From an optimization exercise on the open Yosys and OpenROAD flow, aimed at small area and a short achievable clock period; shortcuts taken in it are not production practice. Only simulation tests tie the RTL to the original design; equivalence was not proved. No activity file was given, so power comes from the tool's default toggle rates.

==> flow/design.v (excerpt) <==
module mod3_1(
  input clk,
  input reset_n,
  input signed [22:0] a,
  input signed [22:0] b,
  input signed [16:0] c,
  output signed [39:0] y
);
Size in the first run: about 150 flip-flops, about 110 I/O pins, about 14000 um2 of cells after synthesis.
==> flow/config.mk <==
export PLATFORM = sky130hd
export DESIGN_NAME = mod3_1
export DESIGN_NICKNAME = mod3_1
export VERILOG_FILES = /design/flow/design.v
export SDC_FILE = /design/flow/constraint.sdc
export NUM_CORES = 4
export LEC_CHECK = 0
export ABC_AREA = 1
export CAP_MARGIN = 20
export CORE_MARGIN = 2
export CORE_UTILIZATION = 65
export CTS_BUF_LIST = sky130_fd_sc_hd__clkbuf_8
export SLEW_MARGIN = 70
==> flow/constraint.sdc <==
create_clock -name core_clock -period 7.0 [get_ports {clk}]
set_input_delay 1.4000 -clock core_clock [delete_from_list [all_inputs] [get_ports {clk}]]
set_output_delay 1.4000 -clock core_clock [all_outputs]
set_load 0.01 [all_outputs]
standard.sh (not shown) runs the stock make flow with config.mk's settings and CLKGATE_MAP_FILE= SYNTH_SCRIPT=/design/flow/synth_recipe.tcl, a recipe that flattens the netlist after the stock synthesis.
==> flow/flow/run.sh <==
#!/bin/bash
# Layout flow: the standard layout (standard.sh, ORFS make) with these changes:
#  1. synthesis runs Yosys's synth with -noabc, so the generic "abc -fast" pass does not
#     restructure the adder logic before extract_fa; the rest of synth_recipe.tcl is unchanged
#     (same registers and names).
#  2. a copy of ORFS's scripts is used in which synth.tcl extracts only full adders
#     (extract_fa -fa): half adders are left to ABC as plain gates.
#  3. the port buffers that placement inserts are sky130_fd_sc_hd__buf_1.
# Each tool's output goes to ORFS's own logs (orfs/logs/...), and make's output to flow_make.log.
set -euo pipefail
work=$PWD
sed 's/synth -nofsm -noshare {\*}\$args/synth -nofsm -noshare -noabc {*}$args/' \
  synth_recipe.tcl > flow_synth.tcl
grep -q -- '-noabc' flow_synth.tcl
rm -rf flow_scripts
cp -r "$FLOW_HOME/scripts" flow_scripts
sed -i 's/^  extract_fa {\*}\[dont_use_extract_fa_args\]$/  extract_fa -fa/' flow_scripts/synth.tcl
grep -q '^  extract_fa -fa$' flow_scripts/synth.tcl
bash standard.sh "SYNTH_SCRIPT=$work/flow_synth.tcl" "SCRIPTS_DIR=$work/flow_scripts" \
  "BUFFER_PORTS_ARGS=-buffer_cell sky130_fd_sc_hd__buf_1" finish \
  > flow_make.log 2>&1
The first run produced a clean layout.
==> next run, changes <==
==> flow/flow/run.sh (replaced) <==
#!/bin/bash
# Layout flow: the standard layout (standard.sh) with two changes:
#  1. synthesis runs Yosys's synth with -noabc, so the generic "abc -fast" pass does not
#     restructure the design's adder cells before extract_fa; everything else in the
#     synthesis script (synth_recipe.tcl and ORFS synth.tcl) is unchanged.
#  2. the port buffers that place inserts are sky130_fd_sc_hd__buf_1 (buffer_ports
#     -buffer_cell) instead of the cell buffer_ports picks by default.
set -euo pipefail
work=$PWD
sed 's/synth -nofsm -noshare {\*}\$args/synth -nofsm -noshare -noabc {*}$args/' \
  synth_recipe.tcl > flow_synth.tcl
grep -q -- '-noabc' flow_synth.tcl
bash standard.sh "SYNTH_SCRIPT=$work/flow_synth.tcl" \
  "BUFFER_PORTS_ARGS=-buffer_cell ${PORT_BUF:-sky130_fd_sc_hd__buf_1}" finish \
  > flow_make.log 2>&1
CORE_UTILIZATION = 40   (was 65)
Outcome: Setup slack gets better by 0.40 ns. Count of clock-buffer cells in the layout grows by 1. Sequential power stays flat. Register-to-register slack gets better by 0.13 ns. Synthesized area goes up slightly. Wire length is about the same.


## v23
Starting RTL as in the previous note.
==> flow/config.mk <==
export PLATFORM = sky130hd
export DESIGN_NAME = mod3_1
export DESIGN_NICKNAME = mod3_1
export VERILOG_FILES = /design/flow/design.v
export SDC_FILE = /design/flow/constraint.sdc
export NUM_CORES = 4
export LEC_CHECK = 0
export ABC_AREA = 1
export CAP_MARGIN = 20
export CORE_MARGIN = 2
export CORE_UTILIZATION = 75
export CTS_BUF_LIST = sky130_fd_sc_hd__clkbuf_8
export SETUP_SLACK_MARGIN = 3.4
export SLEW_MARGIN = 70
==> flow/constraint.sdc <==
create_clock -name core_clock -period 7.0 [get_ports {clk}]
set_input_delay 1.4000 -clock core_clock [delete_from_list [all_inputs] [get_ports {clk}]]
set_output_delay 1.4000 -clock core_clock [all_outputs]
set_load 0.01 [all_outputs]
==> flow/flow/run.sh <==
#!/bin/bash
# Layout flow: the standard layout (standard.sh) with two changes:
#  1. synthesis runs Yosys's synth with -noabc, so the generic "abc -fast" pass does not
#     restructure the design's adder cells before extract_fa; everything else in the
#     synthesis script (synth_recipe.tcl and ORFS synth.tcl) is unchanged.
#  2. the port buffers that place inserts are sky130_fd_sc_hd__buf_1 (buffer_ports
#     -buffer_cell) instead of the cell buffer_ports picks by default.
set -euo pipefail
work=$PWD
sed 's/synth -nofsm -noshare {\*}\$args/synth -nofsm -noshare -noabc {*}$args/' \
  synth_recipe.tcl > flow_synth.tcl
grep -q -- '-noabc' flow_synth.tcl
bash standard.sh "SYNTH_SCRIPT=$work/flow_synth.tcl" \
  "BUFFER_PORTS_ARGS=-buffer_cell ${PORT_BUF:-sky130_fd_sc_hd__buf_1}" finish \
  > flow_make.log 2>&1
Setup changes, v23 to v10
- a change of SETUP_SLACK_MARGIN from 3.4 to 3.8
- a change of CORE_UTILIZATION from 75 to 40
## What came out
Going from v23 to v10, detailed router's first-iteration violation count lost 35%, well-tap cell count rose by 97%.
v23 has a higher switching share of total power than v10.
Between v23 and v10, final worst slack is higher for v10, v23 comes in under that.
Between v23 and v10, critical path data arrival time is higher for v23, v10 comes in under that.
Compared to v23, v10 has buffers inserted during post-CTS setup optimization 28 higher.
v23 was routed with more vias than v10.
| area added between synthesis and finish | v10 vs v23 | 9.1 points higher |
Cmp v23 and v10 / estimated wirelength of the detail-placed design / higher: v10
Edits applied to the flow inputs when going from v10 to v43:
- SETUP_SLACK_MARGIN changed from 3.8 to 3.4
- CORE_UTILIZATION changed from 40 to 55
- PLACE_DENSITY newly set to 0.75
Findings:
Comparing v43 and v10, the lower switching share of total power was measured on v10.
Of v43 and v10, v10 shows the higher share of power burned in the clock network, with v43 below it.
In v43, the maximum frequency came out about 0.9% below the value in v10.
v43 vs v10: via count down slightly
v43 — fraction of final layout cells with drive strength greater than 1 9.6 points lower, v10 as reference
Sort v43 and v10 by non-clock buffer count, ascending, and v43 comes first.
Relative to v43, the following input files were edited for v26:
- changing CORE_UTILIZATION from 55 to 40
- removing PLACE_DENSITY (formerly 0.75)
Notes after the runs:
In the final reports, the cell area of v26 is larger than that of v43.
[v26] power density over cell area fell about 1% relative to v43
From v43 to v26 the numbers moved as follows: routed wirelength normalized by instance count now sits lower; clock period minus final worst setup slack essentially unchanged; global-route wire length before repair +1500 um; later-pin clock latency in the skew report about even.
Compared v43 against v26; worst setup slack within noise.
| static leakage | v26 vs v43 | about 1% higher |
Inputs modified between v26 and v36:
- putting CTS_CLUSTER_DIAMETER at 80 where nothing was set
- putting CTS_CLUSTER_SIZE at 40 where nothing was set
- swapping 40 for 65 in CORE_UTILIZATION
- swapping sky130_fd_sc_hd__clkbuf_8 for sky130_fd_sc_hd__clkbuf_16 in CTS_BUF_LIST
## What came out
From v26 to v36, largest buffer count on any clock path did not move at all. v36 improves on v26 in minimum period implied by the final worst setup slack. Going from v26 to v36, global-route usage grows by 12 points. Taking v26 as the reference, in v36 met2 usage went up by 19 points, boundary pin count held, hold slack grew by 0.0030 ns, final non-filler cell area decreased about 2.4%.

==> static timing again, ports no longer ideal <==
How much do the figures lean on ideal ports? The routed layouts below were timed once more, with nothing changed but the port constraints.
Step 1 sets driving cells, clkbuf_16 on the clock port and buf_2 on the other inputs (assumed; they add their load-dependent delay and slew).
Step 2 times the ports against the registers' clock, not the clock port: input delays grow and output delays shrink by t, the midpoint of the rising clock arrivals with the driver on.
Three values: ideal, step 1, step 2; two values: the first two.
| run | shift t [ns] | setup slack, ns | worst slew at a driven data input, ns |
|---|---|---|---|
| the first run of note 1 | 0.512 | 2.847 / 2.801 / 3.245 | 0.04 |
| the second run of note 1 | 0.502 | 3.251 / 3.209 / 3.343 | 0.04 |
| v23 | 0.526 | 3.379 / 3.330 / 3.336 | 0.04 |
| v10 | 0.521 | 3.494 / 3.446 / 3.457 | 0.04 |
| v43 | 0.503 | 3.461 / 3.421 / 3.319 | 0.04 |
| v26 | 0.500 | 3.463 / 3.420 / 3.343 | 0.04 |
| v36 | 0.476 | 3.478 / 3.430 / 3.359 | 0.04 |
After both steps every run listed still meets setup and hold. For v43, which loses most, drivers alone change the setup slack by -0.040 ns; drivers and shift together by -0.142 ns.
